Background: an optimization exercise with open tools, aiming at small area. Do not read the settings as production practice. In this exercise RTL edits were held to simulation tests only and were not proved equivalent to the original. Power figures rest on the tool's default switching activity, not on a simulated workload.

==> flow/design.v, too long to show whole: its modules and the start of the top module <==
// module fa_cell: 4 lines
// module fa1_cell: 4 lines
// module xnor_cell: 3 lines
// module or_cell: 3 lines
// module ha_cell: 4 lines
// module PEArray2: 2795 lines
module PEArray2 #(
    parameter W = 8,
    parameter N = 4
)(
    input logic clk, rst, stationaryCtrl,
    input logic [N-1:0][W-1:0] a_in,
    input logic [N-1:0][W-1:0] b_in,
    input logic [N-1:0][W-1:0] c_in,
    output logic [N-1:0][W-1:0] c_out
);
  // ...
==> flow/flow/run.sh <==
#!/bin/bash
# Standard ORFS layout; ports are buffered with the smallest buffer and the
# clock tree uses small clock buffers without dummy loads.
set -euo pipefail
export BUFFER_PORTS_ARGS="-buffer_cell sky130_fd_sc_hd__buf_1"
export CTS_ARGS="-sink_clustering_enable -repair_clock_nets -dont_use_dummy_load -sink_clustering_size 16 -sink_clustering_max_diameter 80 -buf_list {sky130_fd_sc_hd__clkbuf_4 sky130_fd_sc_hd__clkbuf_8}"
bash standard.sh > standard.log 2>&1
==> flow/standard.sh <==
#!/bin/bash
# synth_recipe.tcl (not shown) runs the flow's synth.tcl, then flattens the netlist and writes it again
# the make line also repeats each setting of config.mk as NAME=value (left out here)
make -C /OpenROAD-flow-scripts/flow DESIGN_CONFIG=/design/flow/config.mk WORK_HOME=/design/flow/orfs CLKGATE_MAP_FILE= SYNTH_SCRIPT=/design/flow/synth_recipe.tcl "${@:-finish}"
==> flow/config.mk <==
export PLATFORM = sky130hd
export DESIGN_NAME = PEArray2
export DESIGN_NICKNAME = PEArray2
export VERILOG_FILES = /design/flow/design.v
export SDC_FILE = /design/flow/constraint.sdc
export NUM_CORES = 4
export LEC_CHECK = 0
export CAP_MARGIN = 20
export CORE_MARGIN = 2
export CORE_UTILIZATION = 65
export GPL_TIMING_DRIVEN = 0
export SLEW_MARGIN = 20
export SYNTH_HIERARCHICAL = 1
export SYNTH_MINIMUM_KEEP_SIZE = 0
==> flow/constraint.sdc <==
create_clock -name core_clock -period 6.5 [get_ports {clk}]
set_input_delay 1.3000 -clock core_clock [delete_from_list [all_inputs] [get_ports {clk}]]
set_output_delay 1.3000 -clock core_clock [all_outputs]
set_load 0.01 [all_outputs]
==> summary.md, run 1 <==
| Metric | Value |
|---|---|
| Post-synthesis simple-gate area fraction | `approximately 16%` |
| DIE AREA | `29600 sq um` |
| Starting Density | `about 66%` |
| Drt drc | `0` |
| Clk pin slew, worst setup/hold paths | `0.09 ns` |
| Post-synthesis mux area share | `0.163%` |
| Sw Share | `43.1%` |
| Worst min-delay path startpoint | `r1[6]` |
| Hold Path End | `r2[6]` |
| Placed instance count | `between 2000 and 2500` |
| Worst Path Buf+Inv | `3` |
| Wl on met1 | `roughly 19000 um` |
| Status | `no timing/DRC/antenna violations` |
| Yosys top cell area share | `37.9%` |
| Reg with most FFs | `a` |
| Met2 WL | `~24000 um` |
| Initial DRT Pass Iterations | `8` |
| Total CTS buffers | `19` |
| Tightest Pin Transition | `between 0.6 and 0.7 ns` |
| Max FFs per register | `128` |
| Antenna-violating nets left | `0` |
| Top Layer Used | `met5` |
| Seq/Total Area, Yosys | `a little under a third` |
| Worst path depth | `19` |
| Multi-input gates | `1308` |
| Comb pwr | `0.00632 W` |
| CP peak stage delay | `0.51 ns` |
| Post-DP HPWL | `40400 um` |
| Max-cap violations | `0` |
| Adder-cell share of the synthesized area | `a little under two fifths` |
| Peak VDD IR | `0.623 mV` |
| Crit path to | `r1[7]` |
| Tap cells | `378` |
| Buffering overhead | `5.60%` |
| Cells on Worst Hold Path | `1` |
| Clock-cell share | `1.31%` |
| Number of clock buffers in the layout | `19` |
| RSZ-0062 raised after global routing | `no` |
| Ys async rst share | `0%` |
| Critical Path Source Type | `input pin` |
==> run 2, diff against run 1 <==
--- a/flow/flow/run.sh
+++ b/flow/flow/run.sh
@@ -5,3 +5,4 @@
 export BUFFER_PORTS_ARGS="-buffer_cell sky130_fd_sc_hd__buf_1"
 export CTS_ARGS="-sink_clustering_enable -repair_clock_nets -dont_use_dummy_load -sink_clustering_size 16 -sink_clustering_max_diameter 80 -buf_list {sky130_fd_sc_hd__clkbuf_4 sky130_fd_sc_hd__clkbuf_8}"
+export RECOVER_POWER=100
 bash standard.sh > standard.log 2>&1
--- a/flow/config.mk
+++ b/flow/config.mk
@@ -9,5 +9,4 @@
 export CORE_MARGIN = 2
 export CORE_UTILIZATION = 65
-export GPL_TIMING_DRIVEN = 0
 export SLEW_MARGIN = 20
 export SYNTH_HIERARCHICAL = 1
==> summary.md, run 2 <==
| Metric | Value |
|---|---|
| Clk pin slew, worst setup/hold paths | `0.10 ns (was 0.09 ns)` |
| Post-synth EDFFs | `128 (unchanged)` |
| Highest clock rate | `0.165 GHz (was 0.156 GHz)` |
| DR iter-0 viols | `1297 (was 1647)` |
| Yosys reg bits | `228 (unchanged)` |
| Synth cell types | `19 (unchanged)` |
| Area Growth Syn to Fin | `8.40% (was 8.26%)` |
| Int Pwr | `0.00492 W (was 0.00501 W)` |
| Die Wd | `172 um (unchanged)` |
| Placer Congestion | `0.929 (was 0.975)` |
| Status | `finished with violations (was no timing/DRC/antenna violations)` |
| Rel. slew slack | `-127% (was 59.1%)` |
| Yosys top cell area share | `37.9% (unchanged)` |
| CTS resizes | `0 (was 64)` |
| Xor/xnor share of the synthesized area | `12.3% (unchanged)` |
| # diodes | `0 (unchanged)` |
| DR WL/cell | `24.8 um (about the same)` |
| Most frequent cells after synthesis | `nand2_1, fa_1, xnor2_1, edfxtp_1, dfxtp_1 (unchanged)` |
| Reg2reg path depth | `16 (was 17)` |
| CTS tree | `built (unchanged)` |
| Largest area contributor in the netlist | `fa_1 (unchanged)` |
| Final Hold Vio Count | `0 (unchanged)` |
| Tightest Pin Transition | `3.41 ns (was 0.614 ns)` |
| Clk_skew | `0.0719 ns (was 0.0559 ns)` |
| Worst reg2reg endpoint | `r1[7] (unchanged)` |
| Final setup viols | `0 (unchanged)` |
| Starting Density | `66.2% (unchanged)` |
| Avg Cell Area, Syn | `11.4 sq um (unchanged)` |
| Worst path depth | `18 (was 19)` |
| # fillers | `2032 (was 2063)` |
| Worst Path Required | `6.96 ns (was 6.98 ns)` |
| Ys async rst share | `0% (unchanged)` |
| HP Class | `flop to flop (unchanged)` |
| Reg with most FFs | `a (unchanged)` |
| Placement Rows | `61 (unchanged)` |
| I/O Pins | `131 (unchanged)` |
| Area after DPL | `19700 sq um (was 19400 sq um)` |
| Antenna violations before repair | `1 (unchanged)` |
| Seq/Total Area, Yosys | `31.8% (unchanged)` |
| Worst R2R Setup Slack | `0.77 ns (was 0.63 ns)` |
| Count leader, synth | `nand2_1 (unchanged)` |
| Total Routing Usage GR | `37.5% (was 37.8%)` |
| Total CTS buffers | `19 (unchanged)` |
| Critical path, cell by cell | `buf_1, buf_12, nand2_1, fa_1, fa_1, fa_1, fa_1, fa_1, fa_1, fa_1, fa_1, xor2_1, xnor2_1, xnor2_1, xnor2_1, xnor2_2, xnor3_1, nor2_1 (was buf_2, clkbuf_8, buf_4, nand2_1, fa_1, fa_1, fa_1, fa_1, fa_1, fa_1, fa_1, fa_1, xor2_1, xnor2_1, xnor2_1, xnor2_2, xnor2_2, xnor3_2, nor2_1)` |
| CP peak stage delay | `0.50 ns (was 0.51 ns)` |
| CTS HTree Levels | `1 (unchanged)` |
| Via count | `12600 (was 12900)` |
| Setup Crit Path Kind | `input pin to flop (unchanged)` |
| Sw Share | `39.8% (was 43.1%)` |
| Design area | `19900 sq um (about the same)` |
| Pwr/cell area | `411 nW/um^2 (was 443 nW/um^2)` |
| Critical Path Source Type | `input pin (unchanged)` |
| Register area | `5850 sq um (unchanged)` |
| Worst Slack Setup Final | `0.439 ns (was 0.106 ns)` |
| Largest net degree at the start of global routing | `133 (was 36)` |
| Failed Checks | `max-capacitance violations, max-slew violations` |
| Finished Core Util | `71.7% (was 71.6%)` |
| DIE AREA | `29600 sq um (unchanged)` |
| Most common cell after layout, fill and taps aside | `nand2_1 (unchanged)` |
| Largest family of logic cells by synthesized area | `adder cells (unchanged)` |
| Worst-path fanout max | `13 (was 10)` |
| Arr. time, crit path | `6.52 ns (was 6.88 ns)` |
| Synth Instances | `1619 (unchanged)` |
| Max-cap violations | `2 (was 0)` |
| Vias in the first global route | `13600 (about the same)` |
| Antenna-violating nets left | `0 (unchanged)` |
| Core Area | `27800 sq um (unchanged)` |
| Max FFs per register | `128 (unchanged)` |
| CP max stage cell | `fa_1 (unchanged)` |
| Post-CTS Setup Bufs | `0 (was 5)` |
| Most frequent CP cell | `fa_1 (unchanged)` |
| Net switching power | `0.00326 W (was 0.00380 W)` |
| Post-synth top flop | `edfxtp_1 (unchanged)` |
| Mapped Area | `18400 sq um (unchanged)` |
| Root Buffer | `clkbuf_8 (unchanged)` |
| Hold Path End | `r2[28] (was r2[6])` |
| GRT Residual Overflow | `0 (unchanged)` |
| Worst Path Buf+Inv | `2 (was 3)` |
| Gate power share | `69.3% (was 71.8%)` |
| CTS Hold Bufs | `0 (unchanged)` |
| Yosys warnings | `7 (unchanged)` |
| Most frequent cells in the layout | `nand2_1, fa_1, xnor2_1, edfxtp_1, buf_1 (unchanged)` |
| Nets@finish | `2194 (was 2212)` |
| Area of the multi-input gates | `12200 sq um (about the same)` |
| Drt drc | `0 (unchanged)` |
| Worst skew pair latency | `0.58 ns (was 0.57 ns)` |
| Drt via density | `5.93 (was 6.04)` |
| Longest Clk Path Bufs | `3 (unchanged)` |
| Peak VDD IR | `0.435 mV (was 0.623 mV)` |
| Critical Path Sink Type | `flop (unchanged)` |
| Share of layout cells above drive strength 1 | `4.54% (was 6.48%)` |
| R2r startpoint | `a[24] (was a[0])` |
| Static Leak | `6.99 nW (was 7.03 nW)` |
| Synth Area in Compound Gates | `0% (unchanged)` |
| Post-synth net total | `2070 (unchanged)` |
| Adder-cell share of the synthesized area | `38.2% (unchanged)` |
| Setup slack after placement | `-0.141 ns (was -1.36 ns)` |
| Final Critical Period | `6.06 ns (was 6.39 ns)` |
| Final worst path period share | `93.2% (was 98.4%)` |
| Worst Hold Slack | `0.406 ns (was 0.442 ns)` |
| Cells on Worst Hold Path | `1 (unchanged)` |
| Final Max Tran Viols | `206 (was 0)` |
| Setup TNS Final | `0 ns (unchanged)` |
| Worst min-delay path startpoint | `r1[28] (was r1[6])` |
| First-pass GRT wire length | `78700 um (was 79200 um)` |
| Height of the die | `172 um (unchanged)` |
| RSZ-0062 raised after global routing | `no (unchanged)` |
| Port Buffers | `130 (was 118)` |
| Initial DRT Pass Iterations | `6 (was 8)` |
| Reg power frac | `21.9% (was 20.1%)` |
| Post-DP HPWL | `38400 um (was 40400 um)` |
| Crit path max-delay family | `adder cells (unchanged)` |
| Sink Count | `228 (unchanged)` |
| Post-synthesis mux area share | `0.163% (unchanged)` |
| Top post-synthesis cells by area | `fa_1, edfxtp_1, nand2_1 (unchanged)` |
| DRT Wirelength | `52600 um (was 53100 um)` |
| Clock share of power | `8.8% (was 8.2%)` |
| Post-synthesis simple-gate area fraction | `15.6% (unchanged)` |
-- run 2: kinds of logic (layout without fill, tap and decap cells) --
family,after synthesis,after routing
xor gates and xnor gates,248,248
adders and majority gates,352,352
buffers and inverters,83,205
DFF,228,228
muxes,3,3
and+or+nand+nor,705,705
-- run 2: area by class of cell --
| cell class | instances | share of cell area, % |
|---|---|---|
| Timing Repair Buffer | 186 | 5.90 |
| Clock buffer | 19 | 1.31 |
| Tap cell | 378 | 2.37 |
| Multi-Input combinational cell | 1308 | 61.1 |
| Sequential cell | 228 | 29.3 |
-- run 2: metrics by stage --
step	power [W]	instances
3_5_place_dp	0.00745	2100
4_1_cts	0.00818	2119
2_1_floorplan	0.00615	1619
3_3_place_gp	0.00724	2100
5_1_grt	0.00878	2119
6_report	0.00819	2119
-- run 2: per-module statistics from Yosys, one instance, submodules excluded, a selection --
module	cells	flip-flops and latches	times used
or_cell	1	0	24
fa_cell	1	0	348
ha_cell	1	0	4
PEArray2	1219	228	1
xnor_cell	1	0	24
-- run 2: power by group through the flow --
| stage | combinational (W) | clock (W) | sequential [W] |
|---|---|---|---|
| final | 0.00567 | 0.000721 | 0.00179 |
| after global routing | 0.00621 | 0.000773 | 0.00180 |
| after CTS | 0.00566 | 0.000735 | 0.00178 |
| after detailed placement | 0.00563 | 0 | 0.00181 |
| after global placement | 0.00542 | 0 | 0.00181 |
| after floorplan | 0.00440 | 0 | 0.00175 |
-- run 2: worst max-delay path by stage --
stage	slack (ns)	start	end
after floorplan	0.007	b_in[16]	r1[15]
after global placement	-0.006	b_in[9]	r1[7]
after global routing	0.22	b_in[9]	r1[7]
final	0.44	b_in[25]	r1[31]
after detailed placement	-0.14	b_in[9]	r1[23]
after CTS	0.46	b_in[9]	r1[23]
-- run 2: per-layer routing --
metal / routed length (um) / vias up / track usage (%)
met2: 23700 / 928 / 57.7
met1: 19000 / 6271 / 50.1
met3: 6850 / 199 / 10.5
met4: 3050 / 2 / 17.5
met5: 11 / - / 0
li1: - / 5176 / -
==> run 3, diff against run 2 <==
--- a/flow/flow/run.sh
+++ b/flow/flow/run.sh
@@ -5,4 +5,3 @@
 export BUFFER_PORTS_ARGS="-buffer_cell sky130_fd_sc_hd__buf_1"
 export CTS_ARGS="-sink_clustering_enable -repair_clock_nets -dont_use_dummy_load -sink_clustering_size 16 -sink_clustering_max_diameter 80 -buf_list {sky130_fd_sc_hd__clkbuf_4 sky130_fd_sc_hd__clkbuf_8}"
-export RECOVER_POWER=100
 bash standard.sh > standard.log 2>&1
==> summary.md, run 3 <==
| Metric | Value |
|---|---|
| Placed instance count | `2100 (unchanged)` |
| Tightest Pin Transition | `0.768 ns (was 3.41 ns)` |
| Antenna violations before repair | `1 (unchanged)` |
| Most frequent cells after synthesis | `nand2_1, fa_1, xnor2_1, edfxtp_1, dfxtp_1 (unchanged)` |
| Yosys warnings | `7 (unchanged)` |
| Worst Path Required | `6.96 ns (about the same)` |
| Sink Count | `228 (unchanged)` |
| HP Class | `flop to flop (unchanged)` |
| I/O Pins | `131 (unchanged)` |
| Clock share of power | `8.8% (about the same)` |
| DIE AREA | `29600 sq um (unchanged)` |
| Final Max Tran Viols | `0 (was 206)` |
| Largest area contributor in the netlist | `fa_1 (unchanged)` |
| Synth Instances | `1619 (unchanged)` |
| Sw Share | `40.0% (was 39.8%)` |
| Reg with most FFs | `a (unchanged)` |
| # fillers | `2028 (was 2032)` |
| Antenna-violating nets left | `0 (unchanged)` |
| Peak VDD IR | `0.449 mV (was 0.435 mV)` |
| GRT Residual Overflow | `0 (unchanged)` |
| CTS resizes | `0 (unchanged)` |
| Mapped Area | `18400 sq um (unchanged)` |
| Initial DRT Pass Iterations | `5 (was 6)` |
| Post-synth EDFFs | `128 (unchanged)` |
| Register area | `5850 sq um (unchanged)` |
| Rel. slew slack | `48.8% (was -127%)` |
| Top post-synthesis cells by area | `fa_1, edfxtp_1, nand2_1 (unchanged)` |
| Status | `no timing/DRC/antenna violations (was finished with violations)` |
| Ys async rst share | `0% (unchanged)` |
| Placer Congestion | `0.929 (unchanged)` |
| # diodes | `0 (unchanged)` |
| Avg Cell Area, Syn | `11.4 sq um (unchanged)` |
| Via count | `12600 (about the same)` |
| Pwr/cell area | `412 nW/um^2 (was 411 nW/um^2)` |
| Count leader, synth | `nand2_1 (unchanged)` |
| Post-DP HPWL | `38400 um (unchanged)` |
| Largest net degree at the start of global routing | `133 (unchanged)` |
| Starting Density | `66.2% (unchanged)` |
| Share of layout cells above drive strength 1 | `4.71% (was 4.54%)` |
| Placement Rows | `61 (unchanged)` |
| Arr. time, crit path | `6.52 ns (about the same)` |
| Synth cell types | `19 (unchanged)` |
| Int Pwr | `0.00493 W (was 0.00492 W)` |
| Area after DPL | `19700 sq um (unchanged)` |
| Post-synth top flop | `edfxtp_1 (unchanged)` |
| Clk_skew | `0.0671 ns (was 0.0719 ns)` |
| CTS tree | `built (unchanged)` |
| Die Wd | `172 um (unchanged)` |
| Core Area | `27800 sq um (unchanged)` |
| Post-synth net total | `2070 (unchanged)` |
| Critical Path Source Type | `input pin (unchanged)` |
| Total CTS buffers | `19 (unchanged)` |
| Clk pin slew, worst setup/hold paths | `0.10 ns (about the same)` |
| Worst-path fanout max | `13 (unchanged)` |
| Static Leak | `7.01 nW (was 6.99 nW)` |
| Worst skew pair latency | `0.58 ns (about the same)` |
| Design area | `20000 sq um (was 19900 sq um)` |
| Port Buffers | `130 (unchanged)` |
| Most common cell after layout, fill and taps aside | `nand2_1 (unchanged)` |
| Nets@finish | `2194 (unchanged)` |
| Yosys reg bits | `228 (unchanged)` |
| Post-CTS Setup Bufs | `0 (unchanged)` |
| Critical Path Sink Type | `flop (unchanged)` |
| Final worst path period share | `93.2% (about the same)` |
| CTS Hold Bufs | `0 (unchanged)` |
| Final setup viols | `0 (unchanged)` |
| Drt via density | `5.95 (was 5.93)` |
| Area of the multi-input gates | `12200 sq um (unchanged)` |
| Max FFs per register | `128 (unchanged)` |
| First-pass GRT wire length | `78700 um (unchanged)` |
| Highest clock rate | `0.165 GHz (about the same)` |
| Longest Clk Path Bufs | `3 (unchanged)` |
| Yosys top cell area share | `37.9% (unchanged)` |
| Final Critical Period | `6.06 ns (about the same)` |
| Final non-filler cell total | `2119 (unchanged)` |
| DRT Wirelength | `52600 um (about the same)` |
| Seq/Total Area, Yosys | `31.8% (unchanged)` |
| Total Routing Usage GR | `37.5% (unchanged)` |
| Max-cap violations | `0 (was 2)` |
| RSZ-0062 raised after global routing | `no (unchanged)` |
| DR iter-0 viols | `1290 (was 1297)` |
| Final Hold Vio Count | `0 (unchanged)` |
| Area Growth Syn to Fin | `8.54% (was 8.40%)` |
| Drt drc | `0 (unchanged)` |
| CTS HTree Levels | `1 (unchanged)` |
| Root Buffer | `clkbuf_8 (unchanged)` |
| Vias in the first global route | `13600 (unchanged)` |
| Reg power frac | `21.8% (was 21.9%)` |
| Most frequent cells in the layout | `nand2_1, fa_1, xnor2_1, edfxtp_1, buf_1 (unchanged)` |
| DR WL/cell | `24.8 um (about the same)` |
| Setup Crit Path Kind | `input pin to flop (unchanged)` |
| Gate power share | `69.4% (was 69.3%)` |
| Height of the die | `172 um (unchanged)` |
| Net switching power | `0.00329 W (was 0.00326 W)` |
-- run 3: cell counts after synthesis --
No cell type changed its count.
-- run 3: final cells by class --
type / count / area share [%]
clock buffers: 19 / 1.31
multi-input cells: 1308 / 61.0
repair buffers: 186 / 6.02
well taps: 378 / 2.37
flip-flops and latches: 228 / 29.3
-- run 3: modules after synthesis, one instance, submodules excluded, excerpt --
| module | times used | area, sq um | flip-flops and latches |
|---|---|---|---|
| xnor_cell | 24 | 8.76 | 0 |
| ha_cell | 4 | 12.5 | 0 |
| PEArray2 | 1 | 11000 | 228 |
| fa_cell | 348 | 20.0 | 0 |
| or_cell | 24 | 6.26 | 0 |
-- run 3: cell families (layout without fill, tap and decap cells) --
group | count (synthesis) | in the layout | synth area share (%)
buf+inv | 83 | 205 | 1.99
simple gates | 705 | 705 | 15.6
flops | 228 | 228 | 31.8
mux | 3 | 3 | 0.163
fa+ha+maj | 352 | 352 | 38.2
xor+xnor | 248 | 248 | 12.3
-- run 3: power groups by stage --
stage                     registers (W)  clock network, W  logic (W)
after CTS                       0.00178          0.000735    0.00566
after detailed placement        0.00181                 0    0.00563
after global placement          0.00181                 0    0.00542
after floorplan                 0.00175                 0    0.00440
final                           0.00179          0.000721    0.00570
after global routing            0.00180          0.000773    0.00621
-- run 3: worst max-delay path, stage by stage --
cell	delay (ns)
buf_1	0.12
buf_12	0.20
nand2_1	0.10
fa_1	0.45
fa_1	0.48
fa_1	0.45
fa_1	0.50
fa_1	0.42
fa_1	0.41
fa_1	0.38
fa_1	0.38
xor2_1	0.16
xnor2_1	0.18
xnor2_1	0.12
xnor2_1	0.28
xnor2_2	0.16
xnor3_1	0.32
nor2_1	0.08
-- run 3: layer usage --
layer	track usage [%]	wire length, um
met1	50.1	19100
met2	57.7	23900
met3	10.5	6610
met4	17.5	2920
met5	0	11
-- run 3: per-stage QoR --
step | setup slack, ns | hold slack (ns) | setup TNS, ns | total power (W) | utilization, %
after CTS | 0.462 | 0.411 | 0 | 0.00818 | 71.8
after detailed placement | -0.141 | 0.425 | -0.321 | 0.00745 | 70.9
final | 0.442 | 0.411 | 0 | 0.00821 | 71.8
after global placement | -0.00564 | 0.417 | -0.00783 | 0.00724 | 70.9
after floorplan | 0.00747 | 0.414 | 0 | 0.00615 | -
after global routing | 0.222 | 0.414 | 0 | 0.00878 | 71.8
-- run 3: path summary, 6_finish.rpt --
check,cells past startpoint,slack (ns),startpoint,endpoint
setup reg to reg,16,0.77,a[72],r1[23]
hold / removal,1,0.41,r1[28],r2[28]
hold reg to reg,1,0.41,r1[28],r2[28]
setup / recovery,18,0.44,b_in[25],r1[31]

[separate check: timing with driven ports]
Ports are ideal in the flow. The routed layouts listed here were re-timed in OpenROAD.
Step 1 assumes that a clkbuf_16 drives the clock port and a buf_2 every other input.
Step 2, shift: input delay + t, output delay - t, t = (earliest + latest rising clock arrival at the registers) / 2. This alone moves slack from input paths to output paths.
Three values: ideal ports, drivers, drivers and shift; two values: the first two.
| run | t (ns) | slack for setup (ns) | worst data-port slew with drivers (ns) | pins driven straight from the clock port |
|---|---|---|---|---|
| run 1 | 0.587 | 0.106 / 0.134 / -0.453 | 0.04 | 1 |
| run 2 | 0.591 | 0.439 / 0.464 / -0.126 | 0.05 | 1 |
| run 3 | 0.593 | 0.442 / 0.467 / -0.126 | 0.05 | 1 |
The setup slack of run 3, which loses most, moves by +0.025 ns with the drivers and by -0.568 ns with both steps.
